Background: an optimization exercise with open tools, aiming at small area, a short achievable clock period and few clock cycles. Do not read the settings as production practice. Only simulation tests tie the RTL to the original design; equivalence was not proved. Power figures rest on the tool's default switching activity, not on a simulated workload.

==> flow/design.v <==
module spu(
input  clk,
input  rst,
input  start,
output stop,
input   [15:0] im_r_data,
output  [7:0]  im_addr,
output  [7:0] dm_addr,
output  dm_wr,
input  [15:0] dm_r_data,
output [15:0] dm_w_data
);
localparam [3:0] OP_LOAD  = 4'd0,
                 OP_STORE = 4'd1,
                 OP_ADD   = 4'd2,
                 OP_LOAC  = 4'd3,
                 OP_SUB   = 4'd4,
                 OP_JMPZ  = 4'd5,
                 OP_JUMP  = 4'd6,
                 OP_STOP  = 4'd15;
reg  [7:0]  pc;       
reg         fv;       
reg  [15:0] ir;       
reg         vd;       
reg         stopd;    
reg  [15:0] oha;      
reg  [15:0] ohb;      
reg         lcd;      
reg         fwda;     
reg         fwdb;     
reg  [15:0] a;        
reg  [15:0] b;        
reg         cin;      
reg  [3:0]  rae;      
reg         we_e;     
reg         ld_e;     
reg         st_e;     
reg         jz_e;     
reg  [15:0] rf [0:15];
wire [3:0]  op_f = im_r_data[15:12];
wire [3:0]  op_d = ir[15:12];
wire [16:0] sum17 = {a, 1'b1} + {b, cin};
wire [15:0] alu   = sum17[16:1];
wire [15:0] res   = ld_e ? dm_r_data : alu;
wire        taken = jz_e & (a == 16'd0);
reg rst_q;
always @(posedge clk)
  rst_q <= rst;
wire [15:0] wd   = res & {16{~rst_q}};
wire [15:0] wsel = {16{rst_q}} | ({16{we_e}} & (16'd1 << rae));
always @(posedge clk) begin: rf_write
  integer i;
  for (i = 0; i < 16; i = i + 1)
    rf[i] <= (wd & {16{wsel[i]}}) | (rf[i] & {16{~wsel[i]}});
end
reg  [15:0] rda, rdb;
always @(*) begin: rf_read
  integer i;
  rda = {8'h00, ir[7:0] & {8{lcd}}};
  rdb = 16'd0;
  for (i = 0; i < 16; i = i + 1) begin
    rda = rda | (rf[i] & {16{oha[i]}});
    rdb = rdb | (rf[i] & {16{ohb[i]}});
  end
end
wire [15:0] va     = fwda ? res : rda;
wire [15:0] vb     = fwdb ? res : rdb;
wire        sub_d  = (op_d == OP_SUB);
wire        jz_d   = (op_d == OP_JMPZ);
wire        ls_d   = (op_d == OP_LOAD) | (op_d == OP_STORE);
wire [7:0]  tgt_d  = pc + ir[7:0] + 8'hff;    
wire        go_d   = vd & ~taken;
wire        we_n   = go_d & ((op_d == OP_LOAD) | (op_d == OP_ADD) | (op_d == OP_SUB) | (op_d == OP_LOAC));
always @(posedge clk) begin
  a    <= va;
  b    <= (sub_d ? ~vb : vb) | {8'h00, (ir[7:0] & {8{ls_d}}) | (tgt_d & {8{jz_d}})};
  cin  <= sub_d;
  rae  <= ir[11:8];
  ld_e <= (op_d == OP_LOAD);
end
always @(posedge clk or posedge rst) begin
  if (rst) begin
    we_e <= 1'b0;
    st_e <= 1'b0;
    jz_e <= 1'b0;
  end else begin
    we_e <= we_n;
    st_e <= go_d & (op_d == OP_STORE);
    jz_e <= go_d & jz_d;
  end
end
reg  [7:0]  jt;
always @(*) begin: jump_adder
  reg [7:0] g, p, gg, pp, g2, p2;
  integer i;
  g = pc & im_r_data[7:0];
  p = pc ^ im_r_data[7:0];
  gg = g; pp = p;
  for (i = 1; i < 8; i = i + 1) begin
    g2[i] = gg[i] | (pp[i] & gg[i-1]);
    p2[i] = pp[i] & pp[i-1];
  end
  g2[0] = gg[0]; p2[0] = pp[0];
  gg = g2; pp = p2;
  for (i = 2; i < 8; i = i + 1) begin
    g2[i] = gg[i] | (pp[i] & gg[i-2]);
    p2[i] = pp[i] & pp[i-2];
  end
  gg = g2; pp = p2;
  for (i = 4; i < 8; i = i + 1) begin
    g2[i] = gg[i] | (pp[i] & gg[i-4]);
  end
  jt = p ^ {g2[6:0], 1'b0};
end
wire        kill_f = taken | stopd;
wire        jump_f = fv & ~kill_f & (op_f == OP_JUMP);
wire        rd_ra_f = (op_f == OP_STORE) | (op_f == OP_JMPZ);
wire        rd_b_f  = (op_f == OP_ADD) | (op_f == OP_SUB);
wire        rd_a_f  = rd_ra_f | rd_b_f;
wire [3:0]  sa_f    = rd_ra_f ? im_r_data[11:8] : im_r_data[7:4];
always @(posedge clk) begin
  ir <= im_r_data;
  oha  <= rd_a_f ? (16'd1 << sa_f) : 16'd0;
  ohb  <= rd_b_f ? (16'd1 << im_r_data[3:0]) : 16'd0;
  lcd  <= (op_f == OP_LOAC);
  fwda <= we_n & rd_a_f & (ir[11:8] == sa_f);
  fwdb <= we_n & rd_b_f & (ir[11:8] == im_r_data[3:0]);
end
always @(posedge clk or posedge rst) begin
  if (rst) begin
    pc    <= 8'd0;
    fv    <= 1'b0;
    vd    <= 1'b0;
    stopd <= 1'b0;
  end else begin
    vd    <= fv & ~kill_f;
    stopd <= fv & ~kill_f & (op_f == OP_STOP);
    if (start) begin
      pc <= 8'd0;
      fv <= 1'b1;
    end else begin
      if (stopd)
        fv <= 1'b0;
      if (jump_f)
        pc <= jt;
      else if (taken)
        pc <= b[7:0];
      else
        pc <= pc + 8'd1;
    end
  end
end
assign im_addr   = pc;
assign dm_addr   = b[7:0];
assign dm_wr     = st_e;
assign dm_w_data = a;
assign stop      = stopd;
endmodule
export LEC_CHECK = 0
export ABC_CLOCK_PERIOD_IN_PS = 2800
export CAP_MARGIN = 20
export CORE_MARGIN = 2
export CORE_UTILIZATION = 40
export CTS_BUF_LIST = sky130_fd_sc_hd__clkbuf_8
export CTS_CLUSTER_DIAMETER = 50
export CTS_CLUSTER_SIZE = 12
export SLEW_MARGIN = 20
create_clock -name core_clock -period 8.0 [get_ports {clk}]
standard.sh (not shown) runs the stock make flow with config.mk's settings and CLKGATE_MAP_FILE= SYNTH_SCRIPT=/design/flow/synth_recipe.tcl, a recipe that flattens the netlist after the stock synthesis.
==> flow/flow/run.sh <==
#!/bin/bash
# Layout flow: the standard ORFS layout (standard.sh, with the standard
# synthesis unchanged), except that the port buffers are plain buf_2 cells
# rather than the delay-cell buffers the resizer picks by default (the
# platform matches cell footprints when resizing, so a delay cell can never
# become a plain buffer later). Every port still gets its own buffer.
# make's full output goes to flow_make.log; each ORFS step writes its own log
# under orfs/logs/.
set -uo pipefail
bash standard.sh "BUFFER_PORTS_ARGS=-buffer_cell sky130_fd_sc_hd__buf_2" SETUP_SLACK_MARGIN=5.25 finish > flow_make.log 2>&1
status=$?
tail -n 40 flow_make.log
exit $status
The first run finished with timing, DRC and antenna clean.
Testbench counts at the start, summed over its fixed seeds: cycles 55,329.
Then changed:
--- a/flow/flow/run.sh
+++ b/flow/flow/run.sh
@@ -8,5 +8,5 @@
 # under orfs/logs/.
 set -uo pipefail
-bash standard.sh "BUFFER_PORTS_ARGS=-buffer_cell sky130_fd_sc_hd__buf_2" SETUP_SLACK_MARGIN=5.25 finish > flow_make.log 2>&1
+bash standard.sh "BUFFER_PORTS_ARGS=-buffer_cell sky130_fd_sc_hd__buf_2" SETUP_SLACK_MARGIN=5.6 finish > flow_make.log 2>&1
 status=$?
 tail -n 40 flow_make.log
--- a/flow/config.mk
+++ b/flow/config.mk
@@ -11,5 +11,5 @@
 export CORE_UTILIZATION = 40
 export CTS_BUF_LIST = sky130_fd_sc_hd__clkbuf_8
-export CTS_CLUSTER_DIAMETER = 50
-export CTS_CLUSTER_SIZE = 12
+export CTS_CLUSTER_DIAMETER = 60
+export CTS_CLUSTER_SIZE = 16
 export SLEW_MARGIN = 20
What happened: Cell count went up by a few percent; design area went up by a little under a tenth; global-route usage went up by 0.54 points.
Then changed:
--- a/flow/flow/run.sh
+++ b/flow/flow/run.sh
@@ -8,5 +8,5 @@
 # under orfs/logs/.
 set -uo pipefail
-bash standard.sh "BUFFER_PORTS_ARGS=-buffer_cell sky130_fd_sc_hd__buf_2" SETUP_SLACK_MARGIN=5.6 finish > flow_make.log 2>&1
+bash standard.sh "BUFFER_PORTS_ARGS=-buffer_cell sky130_fd_sc_hd__buf_2" SETUP_SLACK_MARGIN=5.4 finish > flow_make.log 2>&1
 status=$?
 tail -n 40 flow_make.log
Effect: Critical path depth stays the same. Area after synthesis is unchanged. Cell area fell by about 4%. Global-route usage fell by 0.34 points. Total power fell by about 4%. Worst hold slack gains 32 ps.
Then changed:
--- a/flow/flow/run.sh
+++ b/flow/flow/run.sh
@@ -8,5 +8,5 @@
 # under orfs/logs/.
 set -uo pipefail
-bash standard.sh "BUFFER_PORTS_ARGS=-buffer_cell sky130_fd_sc_hd__buf_2" SETUP_SLACK_MARGIN=5.4 finish > flow_make.log 2>&1
+bash standard.sh "BUFFER_PORTS_ARGS=-buffer_cell sky130_fd_sc_hd__buf_2" finish > flow_make.log 2>&1
 status=$?
 tail -n 40 flow_make.log
--- a/flow/config.mk
+++ b/flow/config.mk
@@ -13,3 +13,4 @@
 export CTS_CLUSTER_DIAMETER = 60
 export CTS_CLUSTER_SIZE = 16
+export SETUP_SLACK_MARGIN = 5
 export SLEW_MARGIN = 20
The changed run produced a clean layout.
Synthesized cell count does not change.
Final area goes down by a little under a tenth.
Worst setup slack degrades by 170 ps.
Global-route usage is lower by 0.46 points.
Final cell count fell by a few percent.
Sequential share of layout area came out higher by 3.6 points.
Then changed:
--- a/flow/flow/run.sh
+++ b/flow/flow/run.sh
@@ -8,5 +8,5 @@
 # under orfs/logs/.
 set -uo pipefail
-bash standard.sh "BUFFER_PORTS_ARGS=-buffer_cell sky130_fd_sc_hd__buf_2" finish > flow_make.log 2>&1
+bash standard.sh "BUFFER_PORTS_ARGS=-buffer_cell sky130_fd_sc_hd__buf_2" SETUP_SLACK_MARGIN=5.25 finish > flow_make.log 2>&1
 status=$?
 tail -n 40 flow_make.log
--- a/flow/config.mk
+++ b/flow/config.mk
@@ -10,7 +10,6 @@
 export CORE_MARGIN = 2
 export CORE_UTILIZATION = 40
-export CTS_BUF_LIST = sky130_fd_sc_hd__clkbuf_8
-export CTS_CLUSTER_DIAMETER = 60
-export CTS_CLUSTER_SIZE = 16
-export SETUP_SLACK_MARGIN = 5
+export CTS_BUF_LIST = sky130_fd_sc_hd__clkbuf_16
+export CTS_CLUSTER_DIAMETER = 80
+export CTS_CLUSTER_SIZE = 24
 export SLEW_MARGIN = 20
Effect: The new run finished with timing, DRC and antenna clean. Utilization increases by 1.1 points. Clock-buffer cell count decreases by 10. Critical path depth decreases by 7.
Then changed:
--- a/flow/config.mk
+++ b/flow/config.mk
@@ -9,5 +9,5 @@
 export CAP_MARGIN = 20
 export CORE_MARGIN = 2
-export CORE_UTILIZATION = 40
+export CORE_UTILIZATION = 30
 export CTS_BUF_LIST = sky130_fd_sc_hd__clkbuf_16
 export CTS_CLUSTER_DIAMETER = 80
=> Non-clock buffer count is lower by 5; die area increases by 33%; power goes up by 0.68%; routed wire length is higher by 2.3%; utilization falls by 11 points; cell count went up by 9.0%; via count barely changes; sequential cell count does not change; design area rises by 1.4%.

==> afterwards: timing with drivers on the ports <==
No port has a modelled driver above. Below, the same layouts with a new extraction and two added sets of constraints.
Step 1 assumes that a clkbuf_16 drives the clock port and a buf_2 every other input.
Step 2, shift: input delay + t, output delay - t, t = (earliest + latest rising clock arrival at the registers) / 2. This alone moves slack from input paths to output paths.
a / b / c = ideal ports / drivers / drivers and shift; a / b = the first two.
| run | t (ns) | slack for setup (ns) | worst setup path after step 2 | clock arrival spread, ns |
|---|---|---|---|---|
| the first run | 0.643 | 5.235 / 5.181 / 4.626 | input to register | 0.043 / 0.044 |
| the second run | 0.681 | 5.210 / 5.161 / 4.680 | input to register | 0.040 / 0.040 |
| the third run | 0.654 | 5.201 / 5.151 / 4.740 | input to register | 0.028 / 0.028 |
| the fourth run | 0.708 | 5.034 / 4.999 / 4.512 | input to register | 0.027 / 0.028 |
| the fifth run | 0.595 | 5.274 / 5.214 / 4.728 | input to register | 0.025 / 0.026 |
| the sixth run | 0.593 | 5.206 / 5.150 / 4.722 | input to register | 0.031 / 0.031 |
After both steps setup and hold are still met in every run listed. For the first run, which loses most, drivers alone change the setup slack by -0.054 ns; drivers and shift together by -0.609 ns.
